This is an optimization exercise on Yosys and OpenROAD, whose aim is small area, not a production implementation.
The RTL was checked by simulation tests, not by an equivalence proof against the original design.
The clock input has no modelled driver; a real chip could not lean on it and would need a root buffer or a full tree.

## main
==> module LC3, before the edit <==
module LC3(reset, clk, mem_addr, mem_wdata, mem_we, mem_rdata);
	input reset, clk;
	output [15:0] mem_addr, mem_wdata;
	output mem_we;
	input [15:0] mem_rdata;
	reg [3:0] ph;
	reg clr, p2;
	reg [15:0] irr;
	reg [15:0] pc, mdr;
	reg [15:0] r0, r1, r2, r3, r4, r5, r6, r7;
	reg f1, f0;	 
	reg cy;
	wire first = ~clr & ~p2 & (ph == 4'd0);
	wire [15:0] ir = {irr[15:4], 1'b0, irr[2:0]};
	wire [15:0] ire = first ? mem_rdata : ir;
	wire [3:0] op = ire[15:12];
	wire isADD = (op == 4'b0001);
	wire isAND = (op == 4'b0101);
	wire isNOT = (op == 4'b1001);
	wire isBR  = (op == 4'b0000);
	wire isLD  = (op == 4'b0010);
	wire isST  = (op == 4'b0011);
	wire isJSR = (op == 4'b0100);
	wire isJMP = (op == 4'b1100);
	wire isALU = isADD | isAND | isNOT;
	wire isMEM = isLD | isST;
	wire [7:0] tail = {r7[0], r6[0], r5[0], r4[0], r3[0], r2[0], r1[0], r0[0]};
	wire [2:0] sa = (isALU & ~p2) ? ire[2:0] : isMEM ? ire[11:9] : ire[8:6];
	wire a = tail[sa];
	wire ext = isALU ? (ph > 4'd4) : isJSR ? (ph > 4'd10) : (ph > 4'd8);
	wire sgn = isALU ? ir[4] : isJSR ? ir[10] : ir[8];
	wire obit = first ? mem_rdata[0] : ext ? sgn : mdr[0];
	wire alu2 = p2 & isALU;
	wire b = mdr[0];
	wire taken = (~f1 & f0 & ire[11]) | (f1 & ~f0 & ire[10]) | (f1 & f0 & ire[9]);
	wire x = (alu2 | isJMP | (p2 & isMEM)) ? a : pc[0];
	wire q = (p2 ? isJSR : ((isBR & taken) | isMEM)) & obit;
	wire y = alu2 ? b : q;
	wire cin = (ph == 4'd0) ? ~(alu2 | isJMP | (p2 & isJSR)) : cy;
	wire sum = x ^ y ^ cin;
	wire ar = isADD ? sum : isAND ? (a & b) : ~a;
	wire ldbit = (isLD & (ph == 4'd0)) ? mem_rdata[0] : mdr[0];
	wire wen = p2 ? (isMEM | isALU) : (isJSR | isMEM);
	wire [2:0] wsel = isJSR ? 3'd7 : ire[11:9];
	wire wbit = p2 ? (isALU ? ar : ldbit) : isJSR ? sum : pc[0];
	wire setcc = ~clr & p2 & (isLD | isALU);
	wire clearing = reset | clr;
	wire [7:0] wk;
	genvar k;
	generate for (k = 0; k < 8; k = k + 1) begin : wd
		assign wk[k] = wen & (wsel == k);
	end endgenerate
	wire [7:0] wkc = wk | {8{clearing}};
	wire wbc = wbit & ~clearing;
	wire [7:0] rin = (wkc & {8{wbc}}) | (~wkc & tail);
	wire pnew = ~clearing & (alu2 ? pc[0] : sum);
	wire cap = first | (p2 & isLD & (ph == 4'd0));
	wire sin = (~p2 & (isJSR | (isALU & ire[5]))) ? obit : a;
	always @(posedge clk) begin
		irr <= ire;
		r0 <= {rin[0], r0[15:1]};
		r1 <= {rin[1], r1[15:1]};
		r2 <= {rin[2], r2[15:1]};
		r3 <= {rin[3], r3[15:1]};
		r4 <= {rin[4], r4[15:1]};
		r5 <= {rin[5], r5[15:1]};
		r6 <= {rin[6], r6[15:1]};
		r7 <= {rin[7], r7[15:1]};
		pc <= {pnew, pc[15:1]};
		cy <= (x & y) | (x & cin) | (y & cin);
		mdr <= {sin, cap ? mem_rdata[15:1] : mdr[15:1]};
	end
	always @(posedge clk) begin
		if (reset) begin
			f1 <= 1'b0; f0 <= 1'b0;
		end else if (setcc) begin
			if (ph == 4'd15) begin
				f1 <= ~wbit;
				f0 <= wbit | ~f1;
			end else if (ph == 4'd0)
				f1 <= ~wbit;
			else
				f1 <= f1 & ~wbit;
		end
	end
	always @(posedge clk) begin
		if (reset) begin
			ph <= 4'd0; clr <= 1'b1; p2 <= 1'b0;
		end else begin
			ph <= ph + 4'd1;
			if (ph == 4'd15) begin
				clr <= 1'b0;
				p2 <= ~clr & ~p2 & (isMEM | isJSR | isALU);
			end
		end
	end
	assign mem_addr = pc;
	assign mem_wdata = mdr;
	assign mem_we = p2 & (ph == 4'd0) & isST;
endmodule
==> flow/config.mk <==
export PLATFORM = sky130hd
export DESIGN_NAME = LC3
export DESIGN_NICKNAME = LC3
export VERILOG_FILES = /design/flow/design.v
export SDC_FILE = /design/flow/constraint.sdc
export NUM_CORES = 4
export LEC_CHECK = 0
export ABC_AREA = 1
export CAP_MARGIN = 20
export CORE_MARGIN = 2
export CORE_UTILIZATION = 70
export CTS_BUF_LIST = sky130_fd_sc_hd__clkbuf_2 sky130_fd_sc_hd__clkbuf_4 sky130_fd_sc_hd__clkbuf_8
export SLEW_MARGIN = 20
==> flow/constraint.sdc <==
create_clock -name core_clock -period 7.0 [get_ports {clk}]
set_input_delay 1.4000 -clock core_clock [delete_from_list [all_inputs] [get_ports {clk}]]
set_output_delay 1.4000 -clock core_clock [all_outputs]
set_load 0.01 [all_outputs]
standard.sh (not shown) runs the stock make flow with config.mk's settings and CLKGATE_MAP_FILE= SYNTH_SCRIPT=/design/flow/synth_recipe.tcl, a recipe that flattens the netlist after the stock synthesis.
==> flow/flow/run.sh <==
#!/bin/bash
# The standard layout, with three changes:
#  - synthesis maps the logic with ABC's area-oriented amap (flow/abc_area.script) instead of
#    ORFS's area script; otherwise it is synth_recipe.tcl unchanged (same registers and names)
#  - the port buffers use the smallest buffer cell
#  - the clock tree is built by flow/cts_pre.tcl instead of TritonCTS
set -euo pipefail
here=$(pwd)
{
  echo "proc abc {args} { set i [lsearch \$args -script]; if {\$i >= 0} { lset args [expr {\$i+1}] $here/flow/abc_area.script }; yosys abc {*}\$args }"
  cat synth_recipe.tcl
} > own_synth.tcl
bash standard.sh "SYNTH_SCRIPT=$here/own_synth.tcl" "BUFFER_PORTS_ARGS=-buffer_cell sky130_fd_sc_hd__buf_1" "PRE_CTS_TCL=$here/flow/cts_pre.tcl" finish > standard_flow.log 2>&1
Other scripts of this flow, unchanged in this note and not shown: flow/flow/abc_area.script, flow/flow/clock_tree.tcl, flow/flow/cts_pre.tcl
Relative to main, the following input files were edited for the feature branch:
--- a/flow/design.v
+++ b/flow/design.v
@@ -31,16 +31,15 @@
 	wire ext = isALU ? (ph > 4'd4) : isJSR ? (ph > 4'd10) : (ph > 4'd8);
 	wire sgn = isALU ? ir[4] : isJSR ? ir[10] : ir[8];
 	wire obit = first ? mem_rdata[0] : ext ? sgn : mdr[0];
 	wire alu2 = p2 & isALU;
-	wire b = mdr[0];
 	wire taken = (~f1 & f0 & ire[11]) | (f1 & ~f0 & ire[10]) | (f1 & f0 & ire[9]);
 	wire x = (alu2 | isJMP | (p2 & isMEM)) ? a : pc[0];
 	wire q = (p2 ? isJSR : ((isBR & taken) | isMEM)) & obit;
-	wire y = alu2 ? b : q;
+	wire y = alu2 ? mdr[0] : q;
 	wire cin = (ph == 4'd0) ? ~(alu2 | isJMP | (p2 & isJSR)) : cy;
 	wire sum = x ^ y ^ cin;
-	wire ar = isADD ? sum : isAND ? (a & b) : ~a;
+	wire ar = isADD ? sum : isAND ? (a & mdr[0]) : ~a;
 	wire ldbit = (isLD & (ph == 4'd0)) ? mem_rdata[0] : mdr[0];
 	wire wen = p2 ? (isMEM | isALU) : (isJSR | isMEM);
 	wire [2:0] wsel = isJSR ? 3'd7 : ire[11:9];
 	wire wbit = p2 ? (isALU ? ar : ldbit) : isJSR ? sum : pc[0];
### Flow results
Min number of detailed-route iterations in the first pass across the feature branch and main: main
Per the final summary, main finished and its layout is clean on timing, DRC and antenna.
The feature branch finished all stages; the layout is clean.
Number of distinct library cell variants in the gate-level netlist after synthesis of the feature branch falls short of that of main by a few percent.
Global-route usage ended up 1.3 points lower on the feature branch than on main.
Sequential share of cell area of main is on par with the feature branch.
The feature branch and main ended up with nearly the same relative area change from synthesis to final layout.
In every run of this note, the design's own scripts or RTL, not TritonCTS, make the clock network.

## separate check: timing with driven ports
How much do the figures lean on ideal ports? The routed layouts below were timed once more, with nothing changed but the port constraints. Step 1 (the two cells are an assumption about what drives the block):
set clk [get_ports {clk}]
set_driving_cell -lib_cell sky130_fd_sc_hd__clkbuf_16 $clk
set_driving_cell -lib_cell sky130_fd_sc_hd__buf_2 [delete_from_list [all_inputs] $clk]
Step 2 adds t to the input delays and takes it off the output delays; t is the mean of the earliest and latest rising clock arrival at the registers after step 1. Input paths then give back, and output paths get back, about the clock's delay inside the block. Three values: ideal ports, drivers, drivers and shift; two values: the first two.
run	shift t [ns]	slack for setup (ns)	worst slew at a driven data input, ns
main	0.418	0.710 / 0.710 / 0.710	0.04
the feature branch	0.431	0.703 / 0.703 / 0.703	0.04
After both steps every run listed still meets setup and hold.
